This is an optimization exercise on Yosys and OpenROAD, whose aim is small area, a short achievable clock period and few clock cycles per item, not a production implementation. At most, simulation tests tie the RTL to the original design; equivalence was not proved. Function not checked in run 9: the RTL went through the layout flow alone. Power and IR drop assume default switching activity.

[flow/flow/run.sh]
#!/bin/bash
# Standard ORFS layout with these changes:
#  - synthesis maps logic with the ABC script flow/abc_area.script (when present);
#    everything before ABC, so every register and its name, is the standard synthesis;
#  - the cells listed in flow/dont_use.txt (when present) are added to the platform's
#    don't-use list, for synthesis and the resizer (slow many-input OR/NOR gates);
#  - the port buffers are sky130 buf_1 cells instead of buffer_ports' default.
set -euo pipefail
here=$PWD
rm -rf "$here/scripts_abc"
cp -r "$FLOW_HOME/scripts" "$here/scripts_abc"
if [[ -f "$here/flow/abc_area.script" ]]; then
  cp "$here/flow/abc_area.script" "$here/scripts_abc/abc_area.script"
fi
args=()
if [[ -f "$here/flow/dont_use.txt" ]]; then
  base=$(make -s -C "$FLOW_HOME" DESIGN_CONFIG="$here/config.mk" WORK_HOME="$here/orfs" print-DONT_USE_CELLS | sed -n 's/^DONT_USE_CELLS: //p')
  args+=("DONT_USE_CELLS=$base $(tr '\n' ' ' < "$here/flow/dont_use.txt")")
fi
export BUFFER_PORTS_ARGS="-buffer_cell sky130_fd_sc_hd__buf_1"
bash standard.sh SCRIPTS_DIR="$here/scripts_abc" "${args[@]}" synth > synth.log 2>&1
bash standard.sh "${args[@]}" > standard.log 2>&1
[flow/flow/abc_area.script]
strash
&get -n
&dch -f
&nf
&put
topo
stime -c
[flow/flow/dont_use.txt]
sky130_fd_sc_hd__nor3_1
sky130_fd_sc_hd__nor3_2
sky130_fd_sc_hd__nor3_4
sky130_fd_sc_hd__nor3b_1
sky130_fd_sc_hd__nor3b_2
sky130_fd_sc_hd__nor3b_4
sky130_fd_sc_hd__nor4_1
sky130_fd_sc_hd__nor4_2
sky130_fd_sc_hd__nor4_4
sky130_fd_sc_hd__nor4b_1
sky130_fd_sc_hd__nor4b_2
sky130_fd_sc_hd__nor4b_4
sky130_fd_sc_hd__nor4bb_1
sky130_fd_sc_hd__nor4bb_2
sky130_fd_sc_hd__nor4bb_4
sky130_fd_sc_hd__or3_1
sky130_fd_sc_hd__or3_2
sky130_fd_sc_hd__or3_4
sky130_fd_sc_hd__or3b_1
sky130_fd_sc_hd__or3b_2
sky130_fd_sc_hd__or3b_4
sky130_fd_sc_hd__or4_1
sky130_fd_sc_hd__or4_2
sky130_fd_sc_hd__or4_4
sky130_fd_sc_hd__or4b_1
sky130_fd_sc_hd__or4b_2
sky130_fd_sc_hd__or4b_4
sky130_fd_sc_hd__or4bb_1
sky130_fd_sc_hd__or4bb_2
sky130_fd_sc_hd__or4bb_4
[flow/standard.sh]
#!/bin/bash
# synth_recipe.tcl (not shown) runs the flow's synth.tcl, then flattens the netlist and writes it again
# the make line also repeats each setting of config.mk as NAME=value (left out here)
make -C /OpenROAD-flow-scripts/flow DESIGN_CONFIG=/design/flow/config.mk WORK_HOME=/design/flow/orfs CLKGATE_MAP_FILE= SYNTH_SCRIPT=/design/flow/synth_recipe.tcl "${@:-finish}"
[flow/config.mk]
export PLATFORM = sky130hd
export DESIGN_NAME = axi4l_slv_top
export DESIGN_NICKNAME = axi4l_slv_top
export VERILOG_FILES = /design/flow/design.v
export SDC_FILE = /design/flow/constraint.sdc
export NUM_CORES = 4
export LEC_CHECK = 0
export ABC_AREA = 1
export CAP_MARGIN = 20
export CORE_MARGIN = 2
export CORE_UTILIZATION = 40
export PLACE_DENSITY = 0.8
export SETUP_SLACK_MARGIN = 1.4
export SLEW_MARGIN = 20
[flow/constraint.sdc]
create_clock -name core_clock -period 3.0 [get_ports {aclk}]
set_input_delay 0.6000 -clock core_clock [delete_from_list [all_inputs] [get_ports {aclk}]]
set_output_delay 0.6000 -clock core_clock [all_outputs]
set_load 0.01 [all_outputs]
[flow/design.v]
`timescale 1 ns / 1 ps
`default_nettype none
module axi4l_slv_top #(
    parameter int ADDR_WIDTH = 12,
    parameter int DATA_WIDTH = 32
) (
    input var                     aclk,
    input var                     aresetn,
    input var  [  ADDR_WIDTH-1:0] s_axi_awaddr,
    input var  [             2:0] s_axi_awprot,
    input var                     s_axi_awvalid,
    output var                    s_axi_awready,
    input var  [  DATA_WIDTH-1:0] s_axi_wdata,
    input var  [DATA_WIDTH/8-1:0] s_axi_wstrb,
    input var                     s_axi_wvalid,
    output var                    s_axi_wready,
    output var [             1:0] s_axi_bresp,
    output var                    s_axi_bvalid,
    input var                     s_axi_bready,
    input var  [  ADDR_WIDTH-1:0] s_axi_araddr,
    input var  [             2:0] s_axi_arprot,
    input var                     s_axi_arvalid,
    output var                    s_axi_arready,
    output var [  DATA_WIDTH-1:0] s_axi_rdata,
    output var [             1:0] s_axi_rresp,
    output var                    s_axi_rvalid,
    input var                     s_axi_rready,
    output var                    irq_reg_irq,
    input var                     reg_irq_bit0,
    output var [            31:0] reg_a_b,
    input var  [            31:0] reg_c_d
);
  logic b_free, wr_hs;
  logic bvalid_q, bidle_q, berr_q;
  assign b_free = bidle_q || s_axi_bready;
  assign s_axi_awready = s_axi_wvalid && b_free;
  assign s_axi_wready = s_axi_awvalid && b_free;
  assign wr_hs = s_axi_awvalid && s_axi_wvalid && b_free;
  logic [9:0] wa;
  logic wa_lo;   
  assign wa = s_axi_awaddr[11:2];
  assign wa_lo = (wa[9:4] == 6'd0);
  logic wr_trap, wr_mask, wr_force, wr_trig, wr_a, wr_ok;
  assign wr_trap = wr_hs && wa_lo && (wa[3:0] == 4'd1);
  assign wr_mask = wr_hs && wa_lo && (wa[3:0] == 4'd2);
  assign wr_force = wr_hs && wa_lo && (wa[3:0] == 4'd3);
  assign wr_trig = wr_hs && wa_lo && (wa[3:0] == 4'd5);
  assign wr_a = wr_hs && wa_lo && (wa[3:0] == 4'd8);
  assign wr_ok = wa_lo && (wa[3:0] <= 4'd5 || wa[3:0] == 4'd8);
  always_ff @(posedge aclk) begin
    if (!aresetn) bvalid_q <= 1'b0;
    else if (wr_hs) bvalid_q <= 1'b1;
    else if (s_axi_bready) bvalid_q <= 1'b0;
  end
  always_ff @(posedge aclk) begin
    if (!aresetn) bidle_q <= 1'b1;
    else if (wr_hs) bidle_q <= 1'b0;
    else if (s_axi_bready) bidle_q <= 1'b1;
  end
  always_ff @(posedge aclk) begin
    if (b_free) berr_q <= !wr_ok;
  end
  assign s_axi_bvalid = bvalid_q;
  assign s_axi_bresp = {berr_q, berr_q};
  logic trap_q, mask_q, trig_q, irq_in_q;
  logic [31:0] a_q;
  logic irq_event;
  always_ff @(posedge aclk) irq_in_q <= reg_irq_bit0;
  assign irq_event = reg_irq_bit0 && (!trig_q || !irq_in_q);
  always_ff @(posedge aclk) begin
    if (!aresetn) trap_q <= 1'b0;
    else
      trap_q <= (trap_q && !(wr_trap && !s_axi_wdata[0])) || (wr_force && s_axi_wdata[0]) ||
          irq_event;
  end
  always_ff @(posedge aclk) begin
    if (!aresetn) mask_q <= 1'b0;
    else if (wr_mask) mask_q <= s_axi_wdata[0];
  end
  always_ff @(posedge aclk) begin
    if (!aresetn) trig_q <= 1'b0;
    else if (wr_trig) trig_q <= s_axi_wdata[0];
  end
  logic a_ld, a_keep;
  assign a_ld = wr_a && aresetn;
  assign a_keep = !wr_a && aresetn;
  always_ff @(posedge aclk) a_q <= ({32{a_ld}} & s_axi_wdata) | ({32{a_keep}} & a_q);
  assign reg_a_b = a_q;
  assign irq_reg_irq = trap_q && mask_q;
  logic rvalid_q, ridle_q, rerr_q, r_free;
  logic [31:0] rdata_q;
  assign r_free = ridle_q || s_axi_rready;
  assign s_axi_arready = r_free;
  logic [9:0] ra;
  logic ra_lo;
  assign ra = s_axi_araddr[11:2];
  assign ra_lo = (ra[9:4] == 6'd0);
  logic ra_ok, rd_a, rd_c;
  assign ra_ok = ra_lo && (ra[3:0] <= 4'd5 || ra[3:0] == 4'd8 || ra[3:0] == 4'd9);
  assign rd_a = ra_lo && (ra[3:0] == 4'd8);
  assign rd_c = ra_lo && (ra[3:0] == 4'd9);
  logic rd_bit0;
  always_comb begin
    case (ra[3:0])
      4'd0: rd_bit0 = trap_q && mask_q;
      4'd1: rd_bit0 = trap_q;
      4'd2: rd_bit0 = mask_q;
      4'd4: rd_bit0 = irq_in_q;
      4'd5: rd_bit0 = trig_q;
      4'd8: rd_bit0 = a_q[0];
      4'd9: rd_bit0 = reg_c_d[0];
      default: rd_bit0 = 1'b0;
    endcase
  end
  always_ff @(posedge aclk) begin
    if (!aresetn) rvalid_q <= 1'b0;
    else if (r_free) rvalid_q <= s_axi_arvalid;
  end
  always_ff @(posedge aclk) begin
    if (!aresetn) ridle_q <= 1'b1;
    else if (r_free) ridle_q <= !s_axi_arvalid;
  end
  logic ld_a, ld_c, r_keep;
  assign ld_a = r_free && rd_a;
  assign ld_c = r_free && rd_c;
  assign r_keep = !r_free;
  always_ff @(posedge aclk) begin
    rdata_q[31:1] <= ({31{ld_a}} & a_q[31:1]) | ({31{ld_c}} & reg_c_d[31:1]) |
        ({31{r_keep}} & rdata_q[31:1]);
    rdata_q[0] <= (r_free && ra_lo && rd_bit0) || (r_keep && rdata_q[0]);
  end
  always_ff @(posedge aclk) begin
    if (r_free) rerr_q <= !ra_ok;
  end
  assign s_axi_rvalid = rvalid_q;
  assign s_axi_rdata = rdata_q;
  assign s_axi_rresp = {rerr_q, rerr_q};
endmodule
`default_nettype wire
==> results of run 1 <==
logic make-up after synthesis:
kind of cell           after synthesis  synth area share [%]
buffers and inverters                7                  1.53
DFF                                 74                  55.6
and+or+nand+nor                     69                  15.0
AOI/OAI and AO/OA                   85                  27.9
worst max-delay path by stage:
stage | start | endpoint | slack [ps] | depth (start not counted)
floorplan | s_axi_rready | rdata_q[10]$_DFF_P_ | 1070 | 5
global placement | s_axi_rready | rdata_q[21]$_DFF_P_ | 870 | 6
CTS | s_axi_rready | s_axi_arready | 1400 | 4
finish | s_axi_bready | s_axi_wready | 1380 | 4
global route | bidle_q$_SDFFE_PN1P_ | s_axi_wready | 1340 | 3
detailed placement | s_axi_rready | rdata_q[8]$_DFF_P_ | 820 | 6
worst max-delay path, cell delays in order:
cell and delay, ps:
buf_6 100, nor2_4 120, nor2b_1 60, buf_2 130
flip-flops by register name (all words and copies together) (netlist names):
register and cells:
berr_q 1, rvalid_q 1, rdata_q 32, trig_q 1, a_q 32, rerr_q 1, mask_q 1, bidle_q 1
bvalid_q 1, irq_in_q 1, trap_q 1, ridle_q 1
Yosys cell counts:
cell and instances:
nand3b_1 1, buf_4 4, a211oi_1 1, nor2_1 16, and4bb_1 2, nand4_1 4, o211a_1 1, dfxtp_1 72
o21ai_0 3, a32oi_1 2, a21boi_0 2, o311a_1 1, a21oi_1 3, a31oi_1 1, a221o_1 31, o21bai_1 1
and2_0 32, and3b_1 1, o41ai_1 2, nand2_1 2, nand2b_1 2, edfxtp_1 2, a21o_1 1, and4_1 1
a2bb2oi_1 1, o21a_1 2, a22o_1 32, clkinv_1 3, nor2b_1 6, o221ai_1 1, and3_1 2
layout make-up:
| class | count | area [sq um] | share of cell area [%] |
|---|---|---|---|
| multi-input cells | 157 | 1240 | 32.3 |
| inverters | 3 | 13.8 | 0.358 |
| clock buffers | 12 | 145 | 3.78 |
| clock inverters | 3 | 40.0 | 1.04 |
| repair buffers | 179 | 800 | 20.8 |
| well taps | 77 | 96.3 | 2.51 |
| flip-flops and latches | 74 | 1500 | 39.2 |
timing repair:
action	CTS	global route
setup buffers	12	0
pin swaps	4	2
endpoints found under the setup margin	67	47
gates cloned	2	1
gates resized for setup	12	11
endpoints found under the hold margin	0	0
metal layers:
metal  share of wire, %  GRT usage (%)  wire [um]  up-vias
met5                  0              0          0        -
met1                 43           26.6       3640     1284
met4                1.1           7.07         92        0
met2                 49           38.3       4170      132
met3                7.0           5.00        593       12
li1                   -              -          -     1308
per-stage QoR:
stage	std cells	hold slack [ps]	utilization (%)	setup slack, ps
3_5_place_dp	475	459	53.6	824
5_1_grt	505	410	59.8	1340
3_3_place_gp	475	434	53.6	874
4_1_cts	504	393	59.2	1400
6_report	505	412	59.8	1380
2_1_floorplan	235	456	-	1070
power by group through the flow:
stage                     combinational [mW]  sequential (mW)  clock, mW
after floorplan                       0.0331             1.02          0
after global placement                0.0976             1.02          0
after detailed placement               0.100             1.02          0
after CTS                              0.107            0.995      0.757
after global routing                   0.123            0.996      0.801
final                                  0.111            0.996      0.740
==> flow_summary.ini, run 1 <==
[route]
vias = 2736
wl_per_cell_um = 16.8
drc = 0
via_per_inst = 5.42
routed_wirelength_um = 8500
drt_iter0_markers = 117
ant_nets = 0
dr.pass1.iters = 4

[place]
portBuffers = 165
post_dp_cell_area_sq_um = 3440
gp_congestion = 0.799
hpwl_um = 5130

[layout]
design_area_sq_um = 3840
drive_above_1_share_pct = 10.7
diodes = 0
n_fill_cell = 547
most-common-layout-cells = buf_1 (159), dfxtp_1 (70), and2_0 (32), a22o_1 (32), a221o_1 (31)
layout.cells.most_common = buf_1
fin_nets = 530
syn_to_final_growth_pct = 42.3

[sta]
finalClockSkew_ps = 11.6
setup_viol = 0
slew_headroom_pct = 73.2
period_minus_slack_ps = 1620
hold_viol = 0
finalSetupTns_ps = 0
slew_viol_final = 0
fmax_mhz = 617
rsz0062_at_grt = yes
tightest_slew_ps = 403
period_share_pct = 54.0

[synthesis]
synth_top_area_share_pct = 53.4
synth_cells = 235
synth_cell_types = 31
yosysSeqAreaShare_pct = 55.6
netlist_area_sq_um = 2700
yosysTopAreaCell = dfxtp_1
ys_top_cells_by_area = dfxtp_1 (53%), a221o_1 (11%), a22o_1 (10%)
synthesis.nets = 341
yosys_warnings = 1
synth_seq_cells = 74
syn_avg_cell_area_sq_um = 11.5

[pwr]
cellPowerDensity_nw_per_um2 = 481
peakVddDrop_mv = 0.284
switching_power_mw = 0.404
switching_share_pct = 21.9
p_leak_nw = 1.42
total_power_mw = 1.85
p_comb_share_pct = 6.0
power_frac_clock_pct = 40.0
p_int_mw = 1.44
seqPwrFrac_pct = 53.9

[critical_path]
arrival_ps = 1020
start_kind = input port
crit_required_ps = 2400
end_kind = output port
reg2reg_to = rdata_q[28]$_DFF_P_
ff2ff_setup_slack_ps = 1480
r2r_start = ridle_q$_SDFFE_PN1N_
crit_fanout = 3
worstSetupPathType = in -> out
worstRegToRegCells = 8

[global_route]
grt-ovfl-total = 0
antenna_found_initial = 0
grt_pass1_vias = 2576
groute.usage.overall_pct = 21.9
grt_pass1_wl_um = 12700
grt_max_degree = 34

[floorplan]
fp.dieH_um = 86.2
die_area_sq_um = 7420
start_util_pct = 42.0
core_sq_um = 6420
fp.dieW_um = 86.2
ios = 180
rows = 29

[job]
cap_violations = 0

[hold_path]
min_path_cells = 1
hold_class = in -> reg
worstHoldEndpoint = irq_in_q$_DFF_P_
hold_start = reg_irq_bit0

[clock_network]
numCtsBuffers = 9
cts_tree = yes
clock_latency_ps = 330
clock-root-buffer = clkbuf_8
clk_pin_slew_worst_paths_ps = 70
cts_num_sinks = 74
clock_path_buffers = 2
hold_buffers = 0
h-tree-depth = 3

[status]
status = finished clean
Testbench counts, summed over its fixed seeds: cycles 1,608, items 3,200.
==> inputs of run 2 (changes only) <==
--- a/flow/config.mk
+++ b/flow/config.mk
@@ -10,5 +10,5 @@
 export CORE_MARGIN = 2
 export CORE_UTILIZATION = 40
-export PLACE_DENSITY = 0.8
+export PLACE_DENSITY = 0.9
 export SETUP_SLACK_MARGIN = 1.4
 export SLEW_MARGIN = 20
==> run 2 against run 1 <==
Design area grew 1.7%. Area after synthesis is the same. Combinational power grew 5%. Total power shrank 0.82%. Wire length grew 2.7%. Sequential share of layout area shrank 0.59 points. Non-clock buffer count grew 5. Utilization grew 1.0 points.
==> flow_summary.ini, run 2 <==
[layout]
reg_top3 = a_q: 32 flops, rdata_q: 32 flops
finalNonFillerCells = 511
fin_nets = 535
layout.cells.most_common = buf_1
drive_above_1_share_pct = 12.9
syn_to_final_growth_pct = 44.7
most-common-layout-cells = buf_1 (159), dfxtp_1 (68), and2_0 (32), a22o_1 (32), a221o_1 (31)
n_fill_cell = 562
fin_util_pct = 60.8
diodes = 0
design_area_sq_um = 3910

[route]
via_per_inst = 5.47
dr.pass1.iters = 4
vias = 2794
drt_iter0_markers = 72
ant_nets = 0
drc = 0
routed_wirelength_um = 8730
wl_per_cell_um = 17.1

[global_route]
grt_pass1_vias = 2638
grt_pass1_wl_um = 12700
grt-ovfl-total = 0
groute.usage.overall_pct = 21.9
antenna_found_initial = 0
grt_max_degree = 34

[sta]
finalSetupTns_ps = 0
period_minus_slack_ps = 1610
finalClockSkew_ps = 10.2
rsz0062_at_grt = yes
setup_viol = 0
hold_viol = 0
fmax_mhz = 623
period_share_pct = 53.5
slew_viol_final = 0
setup_ws_ps = 1390
tightest_slew_ps = 456
hold-worst-slack_ps = 399
slew_headroom_pct = 69.6

[synthesis]
synth_most_common_cell = dfxtp_1
synthesis.nets = 341
synth_cell_types = 31
yosysTopAreaCell = dfxtp_1
synth_top_flop_cell = dfxtp_1
ys_async_sr_fraction_pct = 0
yosys_warnings = 1
yosys-top-cells-count = dfxtp_1 (72), a22o_1 (32), and2_0 (32), a221o_1 (31), nor2_1 (16)
synth_cells = 235
synth_seq_cells = 74
syn_avg_cell_area_sq_um = 11.5
netlist_area_sq_um = 2700
synth_top_area_share_pct = 53.4
ys_top_cells_by_area = dfxtp_1 (53%), a221o_1 (11%), a22o_1 (10%)
yosysSeqAreaShare_pct = 55.6
synth-edff-count = 2

[critical_path]
worstPathBufferInverterCount = 2
cpMaxStageDelayCell = buf_2
worstSetupPathType = in -> out
end_kind = output port
crit_family = buffers and inverters
arrival_ps = 1010
max_stage_delay_ps = 130
crit_fanout = 3
start_kind = input port
crit_chain = buf_6, nor2_4, nor2b_1, buf_2
crit_required_ps = 2400

[floorplan]
ios = 180
fp.dieH_um = 86.2
fp.dieW_um = 86.2
rows = 29
start_util_pct = 42.0
die_area_sq_um = 7420
core_sq_um = 6420

[pwr]
power_frac_clock_pct = 39.4
seqPwrFrac_pct = 54.3
switching_power_mw = 0.472
peakVddDrop_mv = 0.261
p_leak_nw = 1.43
switching_share_pct = 25.8
total_power_mw = 1.83
p_comb_share_pct = 6.3
p_int_mw = 1.36
cellPowerDensity_nw_per_um2 = 469

[clock_network]
cts_num_sinks = 74
clock_latency_ps = 350
numCtsBuffers = 9
clk_pin_slew_worst_paths_ps = 80
clock-root-buffer = clkbuf_8
clock_path_buffers = 2
cts_tree = yes
h-tree-depth = 3

[place]
pre_cts_ws_ps = 822
post_dp_cell_area_sq_um = 3440
dp_cells = 475
portBuffers = 165
hpwl_um = 5400
gp_congestion = 0.742

[job]
cap_violations = 0

[hold_path]
hold_class = in -> reg

[status]
status = finished clean
## run 2: cell families after synthesis
logic type	after synthesis	synth area share, %
AO/OA/AOI/OAI	85	27.9
flip-flops	74	55.6
AND/OR/NAND/NOR	69	15.0
buffers and inverters	7	1.53
## run 2: power by group through the flow
stage / clock network [mW] / registers [mW] / logic [mW]
finish: 0.721 / 0.995 / 0.116
CTS: 0.734 / 0.995 / 0.108
global route: 0.778 / 0.996 / 0.128
global placement: 0 / 1.02 / 0.0968
detailed placement: 0 / 1.02 / 0.0997
floorplan: 0 / 1.02 / 0.0331
## run 2: final cells by class
class / instances / area [sq um] / area share [%]
clock buffers: 9 / 124 / 3.17
clock inverters: 7 / 60.1 / 1.54
inverters: 3 / 13.8 / 0.352
multi-input cells: 157 / 1240 / 31.8
flip-flops and latches: 74 / 1510 / 38.6
well taps: 77 / 96.3 / 2.47
repair buffers: 184 / 863 / 22.1
## run 2: final timing paths
check | slack (ps) | startpoint | to | depth (start not counted)
worst max-delay path | 1390 | s_axi_bready | s_axi_wready | 4
worst min register to register | 480 | rdata_q[0]$_DFF_P_ | rdata_q[0]$_DFF_P_ | 1
worst min-delay path | 400 | reg_irq_bit0 | irq_in_q$_DFF_P_ | 1
worst max register to register | 1500 | bidle_q$_SDFFE_PN1P_ | a_q[25]$_DFF_P_ | 5
## run 2: per-layer routing
metal	part of all wire [%]	global-route usage, %
met5	0	0
met4	0.80	6.49
met1	41	24.4
met3	6.6	5.97
met2	52	40.3
## run 2: timing repair
item,CTS,global route
gates resized for setup,12,13
cloned,2,2
hold endpoints to repair,0,0
hold buffers,0,0
pin swaps,5,2
setup endpoints to repair,67,40
setup buffers,13,3
==> inputs of run 3 (changes only) <==
--- a/flow/config.mk
+++ b/flow/config.mk
@@ -10,5 +10,5 @@
 export CORE_MARGIN = 2
 export CORE_UTILIZATION = 40
-export PLACE_DENSITY = 0.9
+export CTS_BUF_LIST = sky130_fd_sc_hd__clkbuf_4
 export SETUP_SLACK_MARGIN = 1.4
 export SLEW_MARGIN = 20
==> run 3 against run 2 <==
Still clean. Clock power down 19%. Utilization down 2.6 points. Die area unchanged. Sequential power about the same. Sequential cell count unchanged. Clock skew up 6.5 ps. Global-route usage down 0.71 points. Worst setup slack worse by 44 ps. Critical endpoint is now s_axi_awready.
==> flow_summary.ini, run 3 <==
[layout]
reg_top3 = a_q: 32 flops, rdata_q: 32 flops
ff_latch_area_sq_um = 1520
layout.cells.most_common = buf_1
drive_above_1_share_pct = 17.7
most-common-layout-cells = buf_1 (143), dfxtp_1 (55), a22o_1 (32), and2_0 (31), a221o_1 (31)
fin_nets = 525
n_fill_cell = 595
multi_input_area_sq_um = 1220
design_area_sq_um = 3740
syn_to_final_growth_pct = 38.5
diodes = 0

[pwr]
p_comb_share_pct = 6.4
peakVddDrop_mv = 0.225
switching_share_pct = 23.1
p_int_mw = 1.30
p_leak_nw = 1.43
cellPowerDensity_nw_per_um2 = 452
power_frac_clock_pct = 34.7
switching_power_mw = 0.391
seqPwrFrac_pct = 58.8

[sta]
slew_viol_final = 0
tightest_slew_ps = 438
finalClockSkew_ps = 16.7
fmax_mhz = 606
rsz0062_at_grt = yes
setup_viol = 0
slew_headroom_pct = 70.8
finalSetupTns_ps = 0
hold_viol = 0
period_share_pct = 55.0
period_minus_slack_ps = 1650

[route]
routed_wirelength_um = 7960
ant_nets = 0
drc = 0
vias = 2642
dr.pass1.iters = 4
highest_layer = met4
wl_met3_um = 606
routed-wl-met2_um = 3680
via_per_inst = 5.28
drt_iter0_markers = 70
wl_per_cell_um = 15.9
wirelength_met1_um = 3560

[clock_network]
cts_tree = yes
numCtsBuffers = 9
hold_buffers = 0
clock_path_buffers = 2
clock_latency_ps = 400
clk_pin_slew_worst_paths_ps = 110
h-tree-depth = 3
clock-root-buffer = clkbuf_4
cts_num_sinks = 74

[critical_path]
worstSetupPathType = reg -> out
crit_fanout = 4
start_kind = register
arrival_ps = 1050
crit_required_ps = 2400
end_kind = output port

[global_route]
antenna_found_initial = 0
grt_max_degree = 34
grt-ovfl-total = 0
groute.usage.overall_pct = 21.2
grt_pass1_wl_um = 12100
grt_pass1_vias = 2489

[job]
cap_violations = 0

[synthesis]
netlist_area_sq_um = 2700
ys_async_sr_fraction_pct = 0
yosys-top-cells-count = dfxtp_1 (72), a22o_1 (32), and2_0 (32), a221o_1 (31), nor2_1 (16)
synth_cell_types = 31
syn_avg_cell_area_sq_um = 11.5
yosys_warnings = 1
synth_top_area_share_pct = 53.4
yosysSeqAreaShare_pct = 55.6
synth_seq_cells = 74
synth_top_flop_cell = dfxtp_1
synthesis.nets = 341
synth_cells = 235
synth-edff-count = 2
ys_top_cells_by_area = dfxtp_1 (53%), a221o_1 (11%), a22o_1 (10%)
synth_most_common_cell = dfxtp_1
yosysTopAreaCell = dfxtp_1

[hold_path]
hold_class = in -> reg

[floorplan]
rows = 29
ios = 180
fp.dieH_um = 86.2
die_area_sq_um = 7420
start_util_pct = 42.0
core_sq_um = 6420
fp.dieW_um = 86.2

[place]
post_dp_cell_area_sq_um = 3450
hpwl_um = 5280
gp_congestion = 0.759
portBuffers = 165

[status]
status = finished clean
==> run 3: cell counts after synthesis <==
No cell type changed its count.
==> run 3: layout make-up <==
cell class	instances	area share, %
clock buffers	10	2.01
clock inverters	5	1.47
inverters	3	0.368
multi-input cells	155	32.6
flip-flops and latches	74	40.7
well taps	77	2.58
repair buffers	176	20.2
==> run 3: final timing paths <==
| path | from | endpoint | slack [ps] | cells after the start |
|---|---|---|---|---|
| setup / recovery | bidle_q$_SDFFE_PN1P_ | s_axi_awready | 1350 | 3 |
| hold / removal | reg_irq_bit0 | irq_in_q$_DFF_P_ | 330 | 1 |
| setup reg to reg | bidle_q$_SDFFE_PN1P_ | a_q[28]$_DFF_P_ | 1440 | 6 |
| hold reg to reg | rdata_q[0]$_DFF_P_ | rdata_q[0]$_DFF_P_ | 470 | 1 |
==> run 3: worst max-delay path: stages, from the launching register on <==
cell and delay [ps]:
dfxtp_2 370, nor2_4 40, nor2b_1 100, clkbuf_2 140
==> run 3: power groups by stage <==
stage	clock (mW)	combinational [mW]	sequential (mW)
after floorplan	0	0.0331	1.02
final	0.587	0.109	0.995
after global placement	0	0.0987	1.02
after CTS	0.615	0.107	0.996
after global routing	0.655	0.122	0.997
after detailed placement	0	0.0994	1.02
==> run 3: layer usage <==
metal,vias up,track usage [%]
met2,111,34.3
li1,1299,-
met1,1222,26.2
met5,-,0
met4,0,9.81
met3,10,5.58
==> run 3: timing repair <==
action / in CTS / in global routing
buffers inserted: 6 / 1
setup endpoints to repair: 37 / 94
resized for setup: 13 / 39
pin swaps: 3 / 1
cloned: 1 / 0
==> run 3: cells by family (layout without fill, tap and decap cells) <==
kind of cell / after synthesis / in the layout / share of synthesized area, %
AOI/OAI and AO/OA: 85 / 85 / 27.9
and+or+nand+nor: 69 / 70 / 15.0
buffers and inverters: 7 / 194 / 1.53
DFF: 74 / 74 / 55.6
==> run 3: through the flow <==
stage	setup WS, ps	std cells	total power, mW	hold WS, ps	util (%)
final	1350	500	1.69	330	58.2
after global routing	1270	500	1.77	291	58.2
after CTS	1310	499	1.72	287	57.0
after detailed placement	866	477	1.12	447	53.8
after global placement	879	477	1.12	435	53.8
after floorplan	1070	235	1.05	456	-
==> inputs of run 4 (changes only) <==
--- a/flow/config.mk
+++ b/flow/config.mk
@@ -10,5 +10,5 @@
 export CORE_MARGIN = 2
 export CORE_UTILIZATION = 40
-export CTS_BUF_LIST = sky130_fd_sc_hd__clkbuf_4
+export CTS_BUF_LIST = sky130_fd_sc_hd__clkbuf_16
 export SETUP_SLACK_MARGIN = 1.4
 export SLEW_MARGIN = 20
==> run 4 against run 3 <==
Final cell count shrank 0.40%. Sequential cell count stayed put. Area after synthesis unchanged. Still clean. Critical path type is now in -> out. Via count shrank 0.91%. Highest routed layer unchanged. Combinational power hardly changed. Die area unchanged. Largest cell class unchanged. Worst hold slack improved by 76 ps.
==> flow_summary.ini, run 4 <==
[route]
wl_per_cell_um = 16.0
drt_iter0_markers = 91
dr.pass1.iters = 4
vias = 2618
routed_wirelength_um = 7970
via_per_inst = 5.26
drc = 0
ant_nets = 0

[synthesis]
synth-edff-count = 2
netlist_area_sq_um = 2700
synth_top_area_share_pct = 53.4
synth_cells = 235
synthesis.nets = 341
synth_cell_types = 31
yosys_warnings = 1
yosysTopAreaCell = dfxtp_1
synth_most_common_cell = dfxtp_1
ys_top_cells_by_area = dfxtp_1 (53%), a221o_1 (11%), a22o_1 (10%)
ys_async_sr_fraction_pct = 0
synth_top_flop_cell = dfxtp_1
syn_avg_cell_area_sq_um = 11.5
yosysSeqAreaShare_pct = 55.6
synth_seq_cells = 74
yosys-top-cells-count = dfxtp_1 (72), a22o_1 (32), and2_0 (32), a221o_1 (31), nor2_1 (16)

[layout]
layout.cells.most_common = buf_1
design_area_sq_um = 3830
drive_above_1_share_pct = 9.26
fin_util_pct = 59.7
syn_to_final_growth_pct = 42.0
reg_top3 = a_q: 32 flops, rdata_q: 32 flops
n_fill_cell = 582
most-common-layout-cells = buf_1 (159), dfxtp_1 (71), and2_0 (32), a22o_1 (32), a221o_1 (31)
fin_nets = 523
diodes = 0

[pwr]
peakVddDrop_mv = 0.305
total_power_mw = 2.10
cellPowerDensity_nw_per_um2 = 548
p_leak_nw = 1.42

[floorplan]
ios = 180
start_util_pct = 42.0
fp.dieW_um = 86.2
rows = 29
fp.dieH_um = 86.2
core_sq_um = 6420
die_area_sq_um = 7420

[critical_path]
reg2reg_to = a_q[5]$_DFF_P_
end_kind = output port
worstSetupPathType = in -> out
crit_family = buffers and inverters
worstRegToRegCells = 5
start_kind = input port
cpMaxStageDelayCell = buf_2
ff2ff_setup_slack_ps = 1500
worstPathBufferInverterCount = 2
crit_required_ps = 2400
max_stage_delay_ps = 130
crit_fanout = 4
r2r_start = bidle_q$_SDFFE_PN1P_
arrival_ps = 1000
crit_chain = buf_8, nor2_4, nor2b_1, buf_2

[sta]
period_minus_slack_ps = 1600
slew_headroom_pct = 69.1
slew_viol_final = 0
hold_viol = 0
period_share_pct = 53.4
hold-worst-slack_ps = 406
finalClockSkew_ps = 7.68
tightest_slew_ps = 463
rsz0062_at_grt = yes
finalSetupTns_ps = 0
fmax_mhz = 625
setup_viol = 0

[place]
portBuffers = 165
hpwl_um = 5280
post_dp_cell_area_sq_um = 3450
gp_congestion = 0.759

[global_route]
antenna_found_initial = 0
grt_pass1_wl_um = 11800
grt_pass1_vias = 2446
groute.usage.overall_pct = 20.2
grt_max_degree = 34
grt-ovfl-total = 0

[hold_path]
hold_start = reg_irq_bit0
worstHoldEndpoint = irq_in_q$_DFF_P_
min_path_cells = 1
hold_class = in -> reg

[clock_network]
h-tree-depth = 3
clock_path_buffers = 2
clock_latency_ps = 330
clock-root-buffer = clkbuf_16
clk_pin_slew_worst_paths_ps = 60
numCtsBuffers = 9
cts_num_sinks = 74
cts_tree = yes

[job]
cap_violations = 0

[status]
status = finished clean
[run 4: cell count changes in the layout (fill, tap and decap cells not counted), moves of 10 or more]
cell | before | now
clkbuf_16 | 0 | 10
clkbuf_4 | 10 | 0
dfxtp_2 | 17 | 1
clkbuf_2 | 17 | 1
dfxtp_1 | 55 | 71
buf_1 | 143 | 159
[run 4: logic make-up (layout without fill, tap and decap cells)]
| kind of cell | after synthesis | in the layout | synth area share [%] |
|---|---|---|---|
| buffers and inverters | 7 | 192 | 1.53 |
| AO/OA/AOI/OAI | 85 | 85 | 27.9 |
| flip-flops | 74 | 74 | 55.6 |
| AND/OR/NAND/NOR | 69 | 70 | 15.0 |
[run 4: through the flow]
stage	setup slack, ps	cells
2_1_floorplan	1070	235
3_3_place_gp	879	477
3_5_place_dp	866	477
4_1_cts	1400	496
5_1_grt	1390	498
6_report	1400	498
[run 4: worst max-delay path by stage]
stage                 startpoint  depth (start not counted)  slack (ps)             endpoint
finish              s_axi_bready                          4        1400         s_axi_wready
global route        s_axi_bready                          4        1390         s_axi_wready
CTS                 s_axi_bready                          4        1400        s_axi_awready
detailed placement  s_axi_bready                          5         870       a_q[2]$_DFF_P_
global placement    s_axi_bready                          5         880      a_q[15]$_DFF_P_
floorplan           s_axi_rready                          5        1070  rdata_q[10]$_DFF_P_
[run 4: final cells by class]
cell class	instances	area, sq um	area share [%]
Clock inverter	5	28.8	0.751
Sequential cell	74	1500	39.2
Tap cell	77	96.3	2.51
Clock buffer	10	250	6.53
Timing Repair Buffer	174	724	18.9
Multi-Input combinational cell	155	1220	31.8
Inverter	3	13.8	0.359
[run 4: report_power, final]
part | total, mW | internal (mW) | switching [mW]
Combinational | 0.110 | 0.0514 | 0.0587
Sequential | 0.996 | 0.993 | 0.00363
Clock | 0.994 | 0.601 | 0.393
Total | 2.10 | 1.64 | 0.456
[run 4: routing by layer]
metal | GRT usage [%] | routed length (um) | vias to the layer above
met1 | 24.8 | 3620 | 1209
met4 | 9.09 | 136 | 0
met5 | 0 | 0 | -
met2 | 33.0 | 3640 | 107
li1 | - | - | 1291
met3 | 5.58 | 579 | 11
[run 4: what timing repair did]
item | in CTS | in global routing
buffers inserted | 4 | 1
cloned | 0 | 1
pin swaps | 3 | 1
gates resized for setup | 13 | 7
endpoints found under the setup margin | 35 | 67
hold buffers | 0 | 0
[run 4: worst reg2reg max path, delay by kind of cell, from the launching register on]
family                 cells  cell delay [ps]
AO/OA/AOI/OAI              3              550
flip-flops                 1              350
AND/OR/NAND/NOR            1              280
buffers and inverters      1              220
==> inputs of run 5 (changes only) <==
==> flow/flow/abc_area.script (replaced) <==
&get -n
&st
&dch
&nf
&st
&syn2
&if -g -K 6
&synch2
&nf
&st
&syn2
&if -g -K 6
&synch2
&nf
&st
&syn2
&if -g -K 6
&synch2
&nf
&st
&syn2
&if -g -K 6
&synch2
&nf
&st
&syn2
&if -g -K 6
&synch2
&nf
&put
topo
stime -c
--- a/flow/config.mk
+++ b/flow/config.mk
@@ -10,5 +10,4 @@
 export CORE_MARGIN = 2
 export CORE_UTILIZATION = 40
-export CTS_BUF_LIST = sky130_fd_sc_hd__clkbuf_16
 export SETUP_SLACK_MARGIN = 1.4
 export SLEW_MARGIN = 20
==> run 5 against run 4 <==
Sequential power about the same. Design area increased by 9.0%. Worst hold slack worse by 15 ps. Register-to-register slack lost 80 ps. Global-route usage is 4.6 points higher. Worst setup slack worse by 6.5 ps. Sequential cell count is the same. Largest power group unchanged.
==> flow_summary.ini, run 5 <==
[sta]
finalClockSkew_ps = 6.06
rsz0062_at_grt = yes
setup_ws_ps = 1390
tightest_slew_ps = 449
hold_viol = 0
slew_headroom_pct = 70.1
slew_viol_final = 0
setup_viol = 0
fmax_mhz = 622
period_minus_slack_ps = 1610
period_share_pct = 53.6
finalSetupTns_ps = 0

[place]
pre_cts_ws_ps = 862
portBuffers = 165
gp_congestion = 0.800
hpwl_um = 6340

[synthesis]
synth_cell_types = 29
synth_cells = 305
yosysSeqAreaShare_pct = 50.7
synthXorXnorAreaFrac_pct = 0
synth_top_flop_cell = dfxtp_1
synth-compound-area-share_pct = 28.7
yosysTopAreaCell = dfxtp_1
yosys-top-cells-count = dfxtp_1 (72), o21ai_0 (38), a21oi_1 (37), nand4_1 (36), and2_0 (21)
synth_seq_cells = 74
yosys.area_share.simple_pct = 17.9
netlist_area_sq_um = 2960
synth-adder-area-share_pct = 0
synth_top_area_share_pct = 48.6
ys_async_sr_fraction_pct = 0
synth_most_common_cell = dfxtp_1
synthesis.nets = 411
muxShareOfSynthArea_pct = 0.760
yosys_warnings = 1
ys_top_cells_by_area = dfxtp_1 (49%), nand4_1 (7.6%), a221o_1 (6.4%)
synth-edff-count = 2
synth_top_family_by_area = compound AO/OA/AOI/OAI gates
syn_avg_cell_area_sq_um = 9.72

[floorplan]
ios = 180
rows = 31
die_area_sq_um = 8110
start_util_pct = 41.1
core_sq_um = 7210
fp.dieW_um = 90.1
fp.dieH_um = 90.1

[route]
drc = 0
routed_wirelength_um = 10900
dr.pass1.iters = 5
via_per_inst = 5.68
ant_nets = 0
wl_per_cell_um = 18.1
vias = 3415
drt_iter0_markers = 179

[critical_path]
crit_start = bidle_q$_SDFFE_PN1P_
worstPathBufferInverterCount = 1
end_kind = output port
max_stage_delay_ps = 360
crit_cells = 3
cpMaxStageDelayCell = dfxtp_4
crit_chain = nor2_4, nor2b_1, buf_2
crit_family = flip-flops
r2r_start = bidle_q$_SDFFE_PN1P_
crit_fanout = 3
start_kind = register
worstRegToRegCells = 4
worstSetupPathType = reg -> out
arrival_ps = 1010
crit_required_ps = 2400

[layout]
most-common-layout-cells = buf_1 (157), dfxtp_1 (70), a21oi_1 (37), nand4_1 (36), o21ai_1 (31)
syn_to_final_growth_pct = 41.0
layout.cells.most_common = buf_1
fin_nets = 605
drive_above_1_share_pct = 12.4
reg_top3 = a_q: 32 flops, rdata_q: 32 flops
fin_util_pct = 57.9
diodes = 0

[clock_network]
cts_num_sinks = 74
clk_pin_slew_worst_paths_ps = 80
hold_buffers = 0
clock_path_buffers = 2
clock-root-buffer = clkbuf_8
cts_tree = yes
h-tree-depth = 3
numCtsBuffers = 9
clock_latency_ps = 350

[hold_path]
hold_start = reg_irq_bit0
min_path_cells = 1
hold_class = in -> reg

[pwr]
p_leak_nw = 1.47
total_power_mw = 1.85
peakVddDrop_mv = 0.205
cellPowerDensity_nw_per_um2 = 443

[global_route]
grt-ovfl-total = 0
grt_max_degree = 37
antenna_found_initial = 0
grt_pass1_vias = 2974
grt_pass1_wl_um = 16000
groute.usage.overall_pct = 24.8

[status]
status = finished clean

[job]
cap_violations = 0
-- run 5: cell count changes in the layout (fill, tap and decap cells not counted), sizes merged, moves of 3 or more --
cell,delta
a21o,+11
a21oi,+34
a221o,-12
a22o,-31
a32o,+12
and2,-11
and3,+5
buf,+4
clkinv,+3
nand3,+5
nand4,+32
o21ai,+35
-- run 5: power by group --
part	total (mW)	leakage, nW	internal (mW)	switching (mW)
sequential	0.995	0.597	0.991	0.00430
clock	0.695	0.0899	0.338	0.357
combinational	0.160	0.780	0.0604	0.0998
total	1.85	1.47	1.39	0.461
-- run 5: worst paths after layout --
check / slack (ps) / endpoint
setup / recovery: 1390 / s_axi_awready
hold / removal: 390 / irq_in_q$_DFF_P_
setup reg to reg: 1420 / a_q[26]$_DFF_P_
hold reg to reg: 490 / rdata_q[0]$_DFF_P_
-- run 5: repair_timing --
item / 4_1_cts / 5_1_grt
hold endpoints to repair: 0 / 0
buffers inserted: 3 / 5
gates resized for setup: 14 / 19
gates cloned: 4 / 5
setup endpoints to repair: 67 / 67
pin swaps: 6 / 7
-- run 5: logic make-up (layout without fill, tap and decap cells) --
| group | count (synthesis) | count (layout) |
|---|---|---|
| buffers and inverters | 11 | 199 |
| DFF | 74 | 74 |
| AOI/OAI and AO/OA | 127 | 127 |
| muxes | 2 | 2 |
| and+or+nand+nor | 91 | 100 |
-- run 5: final cells by class --
| cell class | count | area [sq um] |
|---|---|---|
| inverters | 7 | 32.5 |
| repair buffers | 178 | 758 |
| fillers | 710 | 3030 |
| clock buffers | 11 | 153 |
| multi-input cells | 229 | 1590 |
| well taps | 99 | 124 |
| clock inverters | 3 | 15.0 |
| flip-flops and latches | 74 | 1510 |
-- run 5: stage by stage --
step / cell area (sq um) / hold slack, ps / std cells
2_1_floorplan: 3040 / 459 / 305
3_3_place_gp: 3790 / 451 / 570
3_5_place_dp: 3790 / 473 / 570
4_1_cts: 4050 / 387 / 591
5_1_grt: 4180 / 404 / 601
6_report: 4180 / 391 / 601
-- run 5: routing by layer --
layer / vias up / share of wire, % / global-route usage, %
met1: 1619 / 44 / 33.2
met3: 16 / 7.4 / 3.77
li1: 1615 / - / -
met2: 165 / 47 / 39.7
met5: - / 0 / 0
met4: 0 / 2.1 / 11.0
==> inputs of run 6 (changes only) <==
==> flow/flow/abc_area.script (replaced) <==
strash
&get -n
&dch -f
&nf
&put
topo
stime -c
--- a/flow/config.mk
+++ b/flow/config.mk
@@ -9,5 +9,6 @@
 export CAP_MARGIN = 20
 export CORE_MARGIN = 2
-export CORE_UTILIZATION = 40
+export CORE_UTILIZATION = 50
+export PLACE_DENSITY = 0.8
 export SETUP_SLACK_MARGIN = 1.4
 export SLEW_MARGIN = 20
==> run 6 against run 5 <==
Utilization up 17 points. Clock skew up 1.9 ps. Register-to-register slack better by 60 ps. Critical endpoint unchanged.
==> flow_summary.ini, run 6 <==
[synthesis]
synthesis.nets = 341
ys_async_sr_fraction_pct = 0
synth_cells = 235
synth_cell_types = 31
synth-edff-count = 2
yosys-top-cells-count = dfxtp_1 (72), a22o_1 (32), and2_0 (32), a221o_1 (31), nor2_1 (16)
synth_top_area_share_pct = 53.4
netlist_area_sq_um = 2700
synth_most_common_cell = dfxtp_1
yosysSeqAreaShare_pct = 55.6
yosys_warnings = 1
synth_top_flop_cell = dfxtp_1
syn_avg_cell_area_sq_um = 11.5
synth_seq_cells = 74
yosysTopAreaCell = dfxtp_1
ys_top_cells_by_area = dfxtp_1 (53%), a221o_1 (11%), a22o_1 (10%)

[sta]
finalSetupTns_ps = 0
hold_viol = 0
slew_viol_final = 0
hold-worst-slack_ps = 384
finalClockSkew_ps = 8.00
rsz0062_at_grt = yes
period_minus_slack_ps = 1630
slew_headroom_pct = 71.5
setup_viol = 0
tightest_slew_ps = 427
fmax_mhz = 614
period_share_pct = 54.3

[status]
status = finished clean

[route]
wl_per_cell_um = 17.0
routed_wirelength_um = 8460
dr.pass1.iters = 4
via_per_inst = 5.55
vias = 2759
drt_iter0_markers = 137
drc = 0
ant_nets = 0

[place]
gp_congestion = 0.828
portBuffers = 165
dp_cells = 468
hpwl_um = 5410
post_dp_cell_area_sq_um = 3430

[layout]
fin_nets = 529
reg_top3 = a_q: 32 flops, rdata_q: 32 flops
n_fill_cell = 404
finalNonFillerCells = 497
design_area_sq_um = 3860
diodes = 0
most-common-layout-cells = buf_1 (159), dfxtp_1 (68), and2_0 (32), a22o_1 (32), a221o_1 (31)
syn_to_final_growth_pct = 43.1
layout.cells.most_common = buf_1
drive_above_1_share_pct = 11.2

[floorplan]
core_sq_um = 5170
start_util_pct = 52.2
die_area_sq_um = 6000
rows = 26
fp.dieH_um = 77.5
ios = 180
fp.dieW_um = 77.5

[critical_path]
crit_required_ps = 2400
start_kind = input port
end_kind = output port
endpoint = s_axi_awready
arrival_ps = 1030
ff2ff_setup_slack_ps = 1480
r2r_start = bidle_q$_SDFFE_PN1P_
crit_start = s_axi_bready
worstRegToRegCells = 5
reg2reg_to = a_q[24]$_DFF_P_
worstSetupPathType = in -> out
crit_fanout = 4

[clock_network]
numCtsBuffers = 9
cts_tree = yes
hold_buffers = 0
clock_path_buffers = 2
clock-root-buffer = clkbuf_8
h-tree-depth = 3
clk_pin_slew_worst_paths_ps = 70
clock_latency_ps = 340
cts_num_sinks = 74

[global_route]
busiest_layer = met2
use_met1_pct = 33.4
grt-ovfl-total = 0
use_met3_pct = 9.77
grt_max_degree = 34
antenna_found_initial = 0
groute.usage.overall_pct = 28.2
grt_pass1_wl_um = 13300
grt_pass1_vias = 2689
grtUsageMet2_pct = 48.0

[hold_path]
hold_class = in -> reg
min_path_cells = 1

[pwr]
peakVddDrop_mv = 0.409
total_power_mw = 1.98
p_leak_nw = 1.43
cellPowerDensity_nw_per_um2 = 511

[job]
cap_violations = 0
-- run 6: cell count changes in the layout (fill, tap and decap cells not counted), moves of 4 or more --
cell | previous run | this run
and2_0 | 21 | 32
a21oi_1 | 37 | 3
buf_6 | 3 | 7
and3_4 | 7 | 2
nor2_2 | 5 | 0
a221o_1 | 19 | 31
o21ai_1 | 31 | 0
a32o_1 | 12 | 0
nand4_1 | 36 | 4
o21ai_0 | 7 | 3
a22o_1 | 1 | 32
a21o_1 | 12 | 1
nor2_1 | 8 | 13
buf_4 | 12 | 5
-- run 6: worst min-delay path by stage --
stage                          to          startpoint
2_1_floorplan   trap_q$_SDFF_PN0_   trap_q$_SDFF_PN0_
3_3_place_gp   rdata_q[0]$_DFF_P_  rdata_q[0]$_DFF_P_
3_5_place_dp   rdata_q[0]$_DFF_P_  rdata_q[0]$_DFF_P_
4_1_cts          irq_in_q$_DFF_P_        reg_irq_bit0
5_1_grt          irq_in_q$_DFF_P_        reg_irq_bit0
6_report         irq_in_q$_DFF_P_        reg_irq_bit0
-- run 6: cell families after synthesis --
kind of cell,after synthesis,share of synthesized area (%)
AOI/OAI and AO/OA,85,27.9
DFF,74,55.6
and+or+nand+nor,69,15.0
buffers and inverters,7,1.53
-- run 6: layout make-up --
cell class,count,area [sq um],area share [%]
sequential,74,1510,39.0
multi-input combinational,157,1240,32.1
timing repair buffer,178,788,20.4
clock buffer,11,153,3.95
tap,70,87.6,2.27
clock inverter,4,73.8,1.91
inverter,3,13.8,0.356
-- run 6: stage by stage --
stage          util, %  worst slack [ps]
2_1_floorplan        -              1070
3_3_place_gp      66.3               862
3_5_place_dp      66.3               849
4_1_cts           73.0              1390
5_1_grt           74.7              1330
6_report          74.7              1370
-- run 6: where the power goes --
part / switching (mW) / leakage (nW) / internal, mW
combinational: 0.0601 / 0.714 / 0.0504
clock: 0.355 / 0.115 / 0.515
sequential: 0.00371 / 0.597 / 0.992
total: 0.419 / 1.43 / 1.56
-- run 6: worst max-delay path: stages --
cell and delay (ps):
buf_8 100, nor2_4 130, nor2b_1 60, buf_2 140
-- run 6: layer usage --
layer | vias up | wire, um
met5 | - | 0
met3 | 17 | 675
met4 | 0 | 172
met2 | 131 | 4080
li1 | 1306 | -
met1 | 1305 | 3530
-- run 6: repair_timing --
action	CTS	global route
endpoints found under the setup margin	66	59
gates resized for setup	15	13
pin swaps	3	3
cloned	2	2
buffers inserted	8	2
==> inputs of run 7 (changes only) <==
--- a/flow/config.mk
+++ b/flow/config.mk
@@ -9,6 +9,6 @@
 export CAP_MARGIN = 20
 export CORE_MARGIN = 2
-export CORE_UTILIZATION = 50
-export PLACE_DENSITY = 0.8
-export SETUP_SLACK_MARGIN = 1.4
+export CORE_UTILIZATION = 40
+export SETUP_SLACK_MARGIN = 1.7
 export SLEW_MARGIN = 20
+export TNS_END_PERCENT = 0
==> run 7 against run 6 <==
Wire length down 6.5%. Final cell count down 0.60%. Critical path type unchanged. Critical endpoint unchanged. Highest routed layer unchanged. Still clean on timing, DRC and antenna. Clock power down 6.8%. Area after synthesis unchanged. Fmax up 1.2%. Sequential power about the same. Non-clock buffer count down 9. Utilization down 17 points. Design area down 3.8%. Via count down 5.9%.
==> flow_summary.ini, run 7 <==
[synthesis]
synth-edff-count = 2
synth_cells = 235
netlist_area_sq_um = 2700
synthesis.nets = 341
synth_top_area_share_pct = 53.4
yosysTopAreaCell = dfxtp_1
yosysSeqAreaShare_pct = 55.6
yosys_warnings = 1
ys_async_sr_fraction_pct = 0
syn_avg_cell_area_sq_um = 11.5
synth_cell_types = 31
synth_top_flop_cell = dfxtp_1
yosys-top-cells-count = dfxtp_1 (72), a22o_1 (32), and2_0 (32), a221o_1 (31), nor2_1 (16)
synth_seq_cells = 74
synth_most_common_cell = dfxtp_1
ys_top_cells_by_area = dfxtp_1 (53%), a221o_1 (11%), a22o_1 (10%)

[clock_network]
clk_pin_slew_worst_paths_ps = 70
clock-root-buffer = clkbuf_8
numCtsBuffers = 9
h-tree-depth = 3
hold_buffers = 0
cts_num_sinks = 74
clock_path_buffers = 2
clock_latency_ps = 340
cts_tree = yes
cts_post_setup_buffers_inserted = 0

[sta]
slew_headroom_pct = 69.2
slew_viol_final = 0
setup_ws_ps = 1390
period_share_pct = 53.7
fmax_mhz = 621
tightest_slew_ps = 463
rsz0062_at_grt = yes
finalSetupTns_ps = 0
setup_viol = 0
period_minus_slack_ps = 1610
hold_viol = 0
finalClockSkew_ps = 9.12

[floorplan]
start_util_pct = 42.0
core_sq_um = 6420
die_area_sq_um = 7420
fp.dieH_um = 86.2
fp.dieW_um = 86.2
rows = 29
ios = 180

[place]
portBuffers = 165
hpwl_um = 5270
gp_congestion = 0.765
pre_cts_ws_ps = 824

[critical_path]
end_kind = output port
r2r_start = bidle_q$_SDFFE_PN1P_
worstSetupPathType = in -> out
arrival_ps = 1010
start_kind = input port
worstRegToRegCells = 5
crit_fanout = 4
crit_start = s_axi_bready
crit_required_ps = 2400

[route]
ant_nets = 0
drc = 0
drt_iter0_markers = 121
dr.pass1.iters = 4
routed_wirelength_um = 7910
via_per_inst = 5.26
wl_per_cell_um = 16.0
vias = 2596

[layout]
diodes = 0
n_fill_cell = 618
fin_nets = 518
multi_input_area_sq_um = 1220
reg_top3 = a_q: 32 flops, rdata_q: 32 flops
ff_latch_area_sq_um = 1500
layout.cells.most_common = buf_1
drive_above_1_share_pct = 8.39
most-common-layout-cells = buf_1 (160), dfxtp_1 (70), and2_0 (32), a22o_1 (32), a221o_1 (31)
syn_to_final_growth_pct = 37.8

[global_route]
grt-ovfl-total = 0
grt_max_degree = 34
antenna_found_initial = 0
groute.usage.overall_pct = 21.7
grt_pass1_wl_um = 12600
grt_pass1_vias = 2523

[hold_path]
min_path_cells = 1
hold_start = reg_irq_bit0
hold_class = in -> reg

[pwr]
switching_share_pct = 22.6
switching_power_mw = 0.432
p_leak_nw = 1.35
peakVddDrop_mv = 0.301
power_frac_clock_pct = 42.5
seqPwrFrac_pct = 52.1
p_comb_share_pct = 5.4
p_int_mw = 1.48
cellPowerDensity_nw_per_um2 = 513

[status]
status = finished clean

[job]
cap_violations = 0
[run 7: repair_timing]
action / in CTS / in global routing
gates cloned: 1 / 0
pin swaps: 3 / 0
gates resized for setup: 17 / 0
endpoints found under the setup margin: 139 / 141
hold endpoints to repair: 0 / 0
[run 7: metrics by stage]
step	hold WS [ps]	utilization, %	cell area [sq um]	instances	power [mW]
after global placement	435	53.8	3450	477	1.11
after CTS	372	57.9	3720	494	1.93
after detailed placement	442	53.8	3450	477	1.12
after floorplan	456	-	2740	235	1.05
final	390	57.9	3720	494	1.91
after global routing	377	57.9	3720	494	1.99
[run 7: cell type report]
cell class	count	area share [%]
timing repair buffer	169	18.2
clock buffer	11	4.10
inverter	3	0.336
multi-input combinational	155	32.7
clock inverter	5	1.61
sequential	74	40.4
tap	77	2.59
[run 7: logic make-up after synthesis]
| kind of cell | Yosys count | synth area share (%) |
|---|---|---|
| AOI/OAI and AO/OA | 85 | 27.9 |
| buffers and inverters | 7 | 1.53 |
| DFF | 74 | 55.6 |
| and+or+nand+nor | 69 | 15.0 |
[run 7: worst max-delay path: stages]
cell     delay (ps)
buf_6           100
nor2_4          120
nor2b_1          60
buf_2           130
[run 7: power groups by stage]
stage / registers, mW / logic, mW / clock network (mW)
floorplan: 1.02 / 0.0329 / 0
global placement: 1.02 / 0.0969 / 0
detailed placement: 1.02 / 0.0987 / 0
CTS: 0.995 / 0.105 / 0.832
global route: 0.996 / 0.117 / 0.880
finish: 0.995 / 0.104 / 0.811
[run 7: final timing paths]
path / to / slack, ps
worst max register to register: a_q[1]$_DFF_P_ / 1460
worst min-delay path: irq_in_q$_DFF_P_ / 390
worst min register to register: rdata_q[0]$_DFF_P_ / 460
worst max-delay path: s_axi_awready / 1390
[run 7: metal layers]
metal / global-route usage, % / part of all wire [%] / vias up
met4: 5.05 / 0.64 / 0
li1: - / - / 1281
met5: 0 / 0 / -
met1: 27.3 / 44 / 1204
met2: 35.2 / 46 / 107
met3: 8.18 / 8.8 / 4
==> inputs of run 8 (changes only) <==
--- a/flow/flow/dont_use.txt
+++ b/flow/flow/dont_use.txt
@@ -29,2 +29,7 @@
 sky130_fd_sc_hd__or4bb_2
 sky130_fd_sc_hd__or4bb_4
+sky130_fd_sc_hd__or2_0
+sky130_fd_sc_hd__or2_1
+sky130_fd_sc_hd__or2_2
+sky130_fd_sc_hd__or2_4
+sky130_fd_sc_hd__and2_0
--- a/flow/config.mk
+++ b/flow/config.mk
@@ -10,5 +10,4 @@
 export CORE_MARGIN = 2
 export CORE_UTILIZATION = 40
-export SETUP_SLACK_MARGIN = 1.7
+export SETUP_SLACK_MARGIN = 1.4
 export SLEW_MARGIN = 20
-export TNS_END_PERCENT = 0
==> run 8 against run 7 <==
Total power decreased by 0.23%. Wire length increased by 3.1%. Combinational power increased by 12%. Worst hold slack improved by 1.9 ps. Area after synthesis about the same. Count of clock-buffer cells in the layout increased by 1. Sequential cell count unchanged. First-iteration DRC count decreased by 33%. Clock power decreased by 2%. Final cell count increased by 1.0%.
==> flow_summary.ini, run 8 <==
[place]
gp_congestion = 0.822
portBuffers = 165
hpwl_um = 5360

[floorplan]
ios = 180
fp.dieH_um = 86.2
die_area_sq_um = 7430
fp.dieW_um = 86.2
start_util_pct = 41.8
rows = 29
core_sq_um = 6460

[critical_path]
cpMaxStageDelayCell = nor2_4
worstPathBufferInverterCount = 4
worstSetupPathType = in -> out
crit_required_ps = 2400
start_kind = input port
crit_family = buffers and inverters
crit_chain = buf_6, nor2_4, buf_12, clkinv_4, buf_6
arrival_ps = 1080
max_stage_delay_ps = 120
crit_cells = 5
worstRegToRegCells = 4
crit_fanout = 2
crit_path_frequent_cell = buf_6
end_kind = output port

[route]
ant_nets = 0
drc = 0
via_per_inst = 5.29
routed_wirelength_um = 8160
dr.pass1.iters = 6
vias = 2639
drt_iter0_markers = 81
wl_per_cell_um = 16.4

[pwr]
cellPowerDensity_nw_per_um2 = 495
total_power_mw = 1.90
peakVddDrop_mv = 0.254
p_leak_nw = 1.45

[synthesis]
synthesis.nets = 338
synth_cell_types = 32
yosys_warnings = 1
netlist_area_sq_um = 2700
yosysTopAreaCell = dfxtp_1
synth_cells = 232
synth_top_area_share_pct = 53.4
synth_most_common_cell = dfxtp_1
syn_avg_cell_area_sq_um = 11.6
yosys-top-cells-count = dfxtp_1 (72), a22o_1 (32), and2_1 (32), a221o_1 (31), nor2_1 (12)
ys_async_sr_fraction_pct = 0
yosysSeqAreaShare_pct = 55.6
synth_top_flop_cell = dfxtp_1
ys_top_cells_by_area = dfxtp_1 (53%), a221o_1 (11%), a22o_1 (10%)
synth_seq_cells = 74
synth-edff-count = 2

[hold_path]
hold_class = in -> reg
min_path_cells = 1

[job]
cap_violations = 0

[sta]
slew_headroom_pct = 72.9
finalClockSkew_ps = 6.14
hold-worst-slack_ps = 392
rsz0062_at_grt = yes
setup_viol = 0
slew_viol_final = 0
period_share_pct = 55.8
fmax_mhz = 597
tightest_slew_ps = 406
hold_viol = 0
period_minus_slack_ps = 1680
finalSetupTns_ps = 0

[clock_network]
clock_path_buffers = 2
clock_latency_ps = 340
cts_num_sinks = 74
cts_tree = yes
clock-root-buffer = clkbuf_8
h-tree-depth = 3
hold_buffers = 0
clk_pin_slew_worst_paths_ps = 70
numCtsBuffers = 9

[layout]
reg_top3 = a_q: 32 flops, rdata_q: 32 flops
syn_to_final_growth_pct = 42.5
diodes = 0
fin_nets = 523
drive_above_1_share_pct = 10.7
layout.cells.most_common = buf_1
most-common-layout-cells = buf_1 (159), dfxtp_1 (69), and2_1 (32), a22o_1 (32), a221o_1 (31)

[global_route]
grt-ovfl-total = 0
grt_pass1_vias = 2446
antenna_found_initial = 0
grt_pass1_wl_um = 12100
groute.usage.overall_pct = 21.4
grt_max_degree = 33

[status]
status = finished clean
==> run 8: repair_timing <==
item                       CTS  global route
setup endpoints to repair   53            49
gates cloned                 1             1
resized for setup           21             5
pin swaps                    4             2
buffers inserted             5             2
==> run 8: where the power goes <==
part           internal [mW]  leakage [nW]  switching, mW
combinational         0.0572         0.749         0.0587
clock                  0.429         0.103          0.365
sequential             0.991         0.597        0.00341
total                   1.48          1.45          0.427
==> run 8: worst paths after layout <==
kind,start,end,slack (ps)
worst max-delay path,s_axi_rready,s_axi_arready,1320
worst min-delay path,reg_irq_bit0,irq_in_q$_DFF_P_,390
worst max register to register,bidle_q$_SDFFE_PN1P_,a_q[27]$_DFF_P_,1470
worst min register to register,rvalid_q$_SDFFE_PN0N_,rvalid_q$_SDFFE_PN0N_,440
==> run 8: cell type report <==
class / count / area [sq um]
Tap cell: 77 / 96.3
Inverter: 3 / 16.3
Multi-Input combinational cell: 152 / 1210
Fill cell: 631 / 2610
Clock buffer: 12 / 155
Sequential cell: 74 / 1510
Timing Repair Buffer: 177 / 813
Clock inverter: 4 / 48.8
==> run 8: per-layer routing <==
layer / vias up / routed length [um] / global-route usage, %
met3: 12 / 606 / 5.52
li1: 1298 / - / -
met1: 1217 / 3440 / 27.0
met4: 0 / 156 / 10.1
met2: 112 / 3960 / 34.2
met5: - / 0 / 0
==> run 8: metrics by stage <==
stage          instances  instance area, sq um  utilization [%]  setup slack [ps]
2_1_floorplan        232                  2740                -              1200
3_3_place_gp         474                  3470             53.7               888
3_5_place_dp         474                  3470             53.7               874
4_1_cts              496                  3820             59.1              1320
5_1_grt              499                  3850             59.6              1300
6_report             499                  3850             59.6              1320
==> run 8: kinds of logic after synthesis <==
| family | Yosys count | synth area share, % |
|---|---|---|
| buf+inv | 7 | 1.53 |
| simple gates | 65 | 14.8 |
| compound gates | 86 | 28.1 |
| flops | 74 | 55.6 |
==> inputs of run 9 (changes only) <==
--- a/flow/design.v
+++ b/flow/design.v
@@ -90,6 +90,6 @@
   logic rvalid_q, ridle_q, rerr_q, r_free;
   logic [31:0] rdata_q;
-  assign r_free = ridle_q || s_axi_rready;
-  assign s_axi_arready = r_free;
+  assign r_free = !rvalid_q || s_axi_rready;
+  assign s_axi_arready = ridle_q || s_axi_rready;
   logic [9:0] ra;
   logic ra_lo;
==> run 9 against run 8 <==
Still clean. Design area up 1.2%. Sequential power is essentially flat. Utilization shrank 1.3 points. Critical path depth shrank 1. Final cell count rose by 2.4%. Critical path type unchanged. Largest cell class unchanged. Largest power group unchanged.
==> flow_summary.ini, run 9 <==
[synthesis]
yosysSeqAreaShare_pct = 55.1
synth-edff-count = 2
synthesis.nets = 346
synthXorXnorAreaFrac_pct = 0
yosysTopAreaCell = dfxtp_1
synth-compound-area-share_pct = 27.7
synth_top_area_share_pct = 52.9
synth_seq_cells = 74
yosys_warnings = 1
syn_avg_cell_area_sq_um = 11.3
yosys.area_share.simple_pct = 15.5
synth_cell_types = 31
yosys-top-cells-count = dfxtp_1 (72), a22o_1 (32), and2_1 (32), a221o_1 (31), nor2_1 (16)
ys_top_cells_by_area = dfxtp_1 (53%), a221o_1 (11%), a22o_1 (10%)
synth_top_flop_cell = dfxtp_1
synth_top_family_by_area = compound AO/OA/AOI/OAI gates
synth_most_common_cell = dfxtp_1
ys_async_sr_fraction_pct = 0
muxShareOfSynthArea_pct = 0
synth-adder-area-share_pct = 0
netlist_area_sq_um = 2720
synth_cells = 240

[floorplan]
core_sq_um = 6680
start_util_pct = 40.7
fp.dieW_um = 86.5
die_area_sq_um = 7480
ios = 180
fp.dieH_um = 86.5
rows = 30

[global_route]
grt_pass1_vias = 2407
groute.usage.overall_pct = 20.7
grt_pass1_wl_um = 11900
grt-ovfl-total = 0
grt_max_degree = 35
antenna_found_initial = 0

[status]
status = finished clean

[critical_path]
worstSetupPathType = in -> out
crit_required_ps = 2400
start_kind = input port
crit_start = s_axi_bready
arrival_ps = 1000
end_kind = output port
r2r_start = bidle_q$_SDFFE_PN1P_
worstRegToRegCells = 5
crit_fanout = 3
reg2reg_to = a_q[12]$_DFF_P_
ff2ff_setup_slack_ps = 1490

[sta]
fmax_mhz = 626
finalClockSkew_ps = 8.60
slew_viol_final = 0
hold-worst-slack_ps = 391
rsz0062_at_grt = yes
period_share_pct = 53.2
setup_ws_ps = 1400
tightest_slew_ps = 413
slew_headroom_pct = 72.5
period_minus_slack_ps = 1600
setup_viol = 0
finalSetupTns_ps = 0
hold_viol = 0

[layout]
drive_above_1_share_pct = 11.1
syn_to_final_growth_pct = 43.1
layout.cells.most_common = buf_1
most-common-layout-cells = buf_1 (159), dfxtp_1 (70), and2_1 (32), a22o_1 (32), a221o_1 (31)
fin_nets = 532
diodes = 0
n_fill_cell = 658
reg_top3 = a_q: 32 flops, rdata_q: 32 flops

[place]
gp_congestion = 0.793
portBuffers = 165
pre_cts_ws_ps = 875
hpwl_um = 5230

[route]
routed_wirelength_um = 8120
wl_per_cell_um = 15.9
dr.pass1.iters = 4
vias = 2643
drt_iter0_markers = 110
drc = 0
via_per_inst = 5.17
ant_nets = 0

[pwr]
peakVddDrop_mv = 0.262
p_leak_nw = 1.47
total_power_mw = 1.96
cellPowerDensity_nw_per_um2 = 503

[hold_path]
min_path_cells = 1
hold_start = reg_irq_bit0
hold_class = in -> reg
worstHoldEndpoint = irq_in_q$_DFF_P_

[clock_network]
hold_buffers = 0
clock_latency_ps = 340
cts_num_sinks = 74
cts_tree = yes
clock-root-buffer = clkbuf_8
clk_pin_slew_worst_paths_ps = 80
clock_path_buffers = 2
h-tree-depth = 3
numCtsBuffers = 9

[job]
cap_violations = 0
[run 9: cell type report]
| cell class | instances | area [sq um] | area share (%) |
|---|---|---|---|
| clock buffers | 11 | 141 | 3.63 |
| flip-flops and latches | 74 | 1500 | 38.6 |
| repair buffers | 178 | 810 | 20.8 |
| clock inverters | 5 | 76.3 | 1.96 |
| inverters | 4 | 17.5 | 0.450 |
| multi-input cells | 159 | 1250 | 32.0 |
| well taps | 80 | 100 | 2.57 |
[run 9: worst max-delay path by stage]
stage,to,depth (start not counted)
6_report,s_axi_awready,4
5_1_grt,s_axi_wready,3
4_1_cts,s_axi_wready,4
3_5_place_dp,a_q[22]$_DFF_P_,5
3_3_place_gp,a_q[21]$_DFF_P_,5
2_1_floorplan,rdata_q[10]$_DFF_P_,5
[run 9: power by group]
part           total, mW  internal [mW]  leakage [nW]  switching (mW)
sequential         0.995          0.991         0.597         0.00386
clock              0.854          0.489         0.114           0.364
combinational      0.110         0.0505         0.758          0.0600
total               1.96           1.53          1.47           0.428
[run 9: worst max-delay path: stages]
cell and delay (ps):
buf_6 100, nor2_4 110, nor2b_1 50, buf_2 130
[run 9: kinds of logic (layout without fill, tap and decap cells)]
kind of cell | count (synthesis) | after routing
compound gates | 85 | 85
buf+inv | 8 | 198
flops | 74 | 74
simple gates | 73 | 74
[run 9: timing repair]
action | 4_1_cts | 5_1_grt
setup buffers | 5 | 3
pin swaps | 4 | 1
gates cloned | 0 | 2
endpoints found under the setup margin | 54 | 55
hold endpoints to repair | 0 | 0
gates resized for setup | 18 | 6
[run 9: through the flow]
stage                     utilization (%)  area (sq um)  std cells
final                                58.3          3890        511
after global routing                 58.3          3890        511
after CTS                            57.0          3810        506
after detailed placement             52.3          3490        485
after global placement               52.3          3490        485
after floorplan                         -          2760        240
[run 9: routing by layer]
layer / wire length [um] / GRT usage (%)
met5: 0 / 0
met2: 3800 / 32.2
met4: 80 / 7.24
met1: 3630 / 26.1
met3: 603 / 8.38

==> what the ideal ports hide <==
The results above use ideal ports. As a check the final layouts listed here were re-extracted and re-timed, cells and wires unchanged.
Step 1 assumes that a clkbuf_16 drives the clock port and a buf_2 every other input.
Step 2 moves the port delays by t, midway between the first and last clock arrival at a register: inputs arrive t later, outputs are due t later. That takes back most of the time a late clock gives input paths.
Three values: ideal, step 1, step 2; two values: the first two.
| run | shift t [ns] | slack for setup (ns) | latest minus earliest clock arrival (ns) |
|---|---|---|---|
| run 1 | 0.355 | 1.379 / 1.349 / 1.056 | 0.012 / 0.012 |
| run 2 | 0.366 | 1.394 / 1.361 / 1.077 | 0.016 / 0.016 |
| run 3 | 0.420 | 1.350 / 1.322 / 1.075 | 0.017 / 0.017 |
| run 4 | 0.357 | 1.399 / 1.359 / 1.125 | 0.008 / 0.008 |
| run 5 | 0.375 | 1.392 / 1.361 / 1.041 | 0.007 / 0.006 |
| run 6 | 0.367 | 1.370 / 1.330 / 1.077 | 0.008 / 0.009 |
| run 7 | 0.363 | 1.390 / 1.350 / 1.070 | 0.011 / 0.011 |
| run 8 | 0.367 | 1.325 / 1.286 / 1.071 | 0.006 / 0.007 |
| run 9 | 0.374 | 1.403 / 1.371 / 1.115 | 0.009 / 0.009 |
After both steps setup and hold are still met in every run listed. For run 5, which loses most, drivers alone change the setup slack by -0.031 ns; drivers and shift together by -0.351 ns.
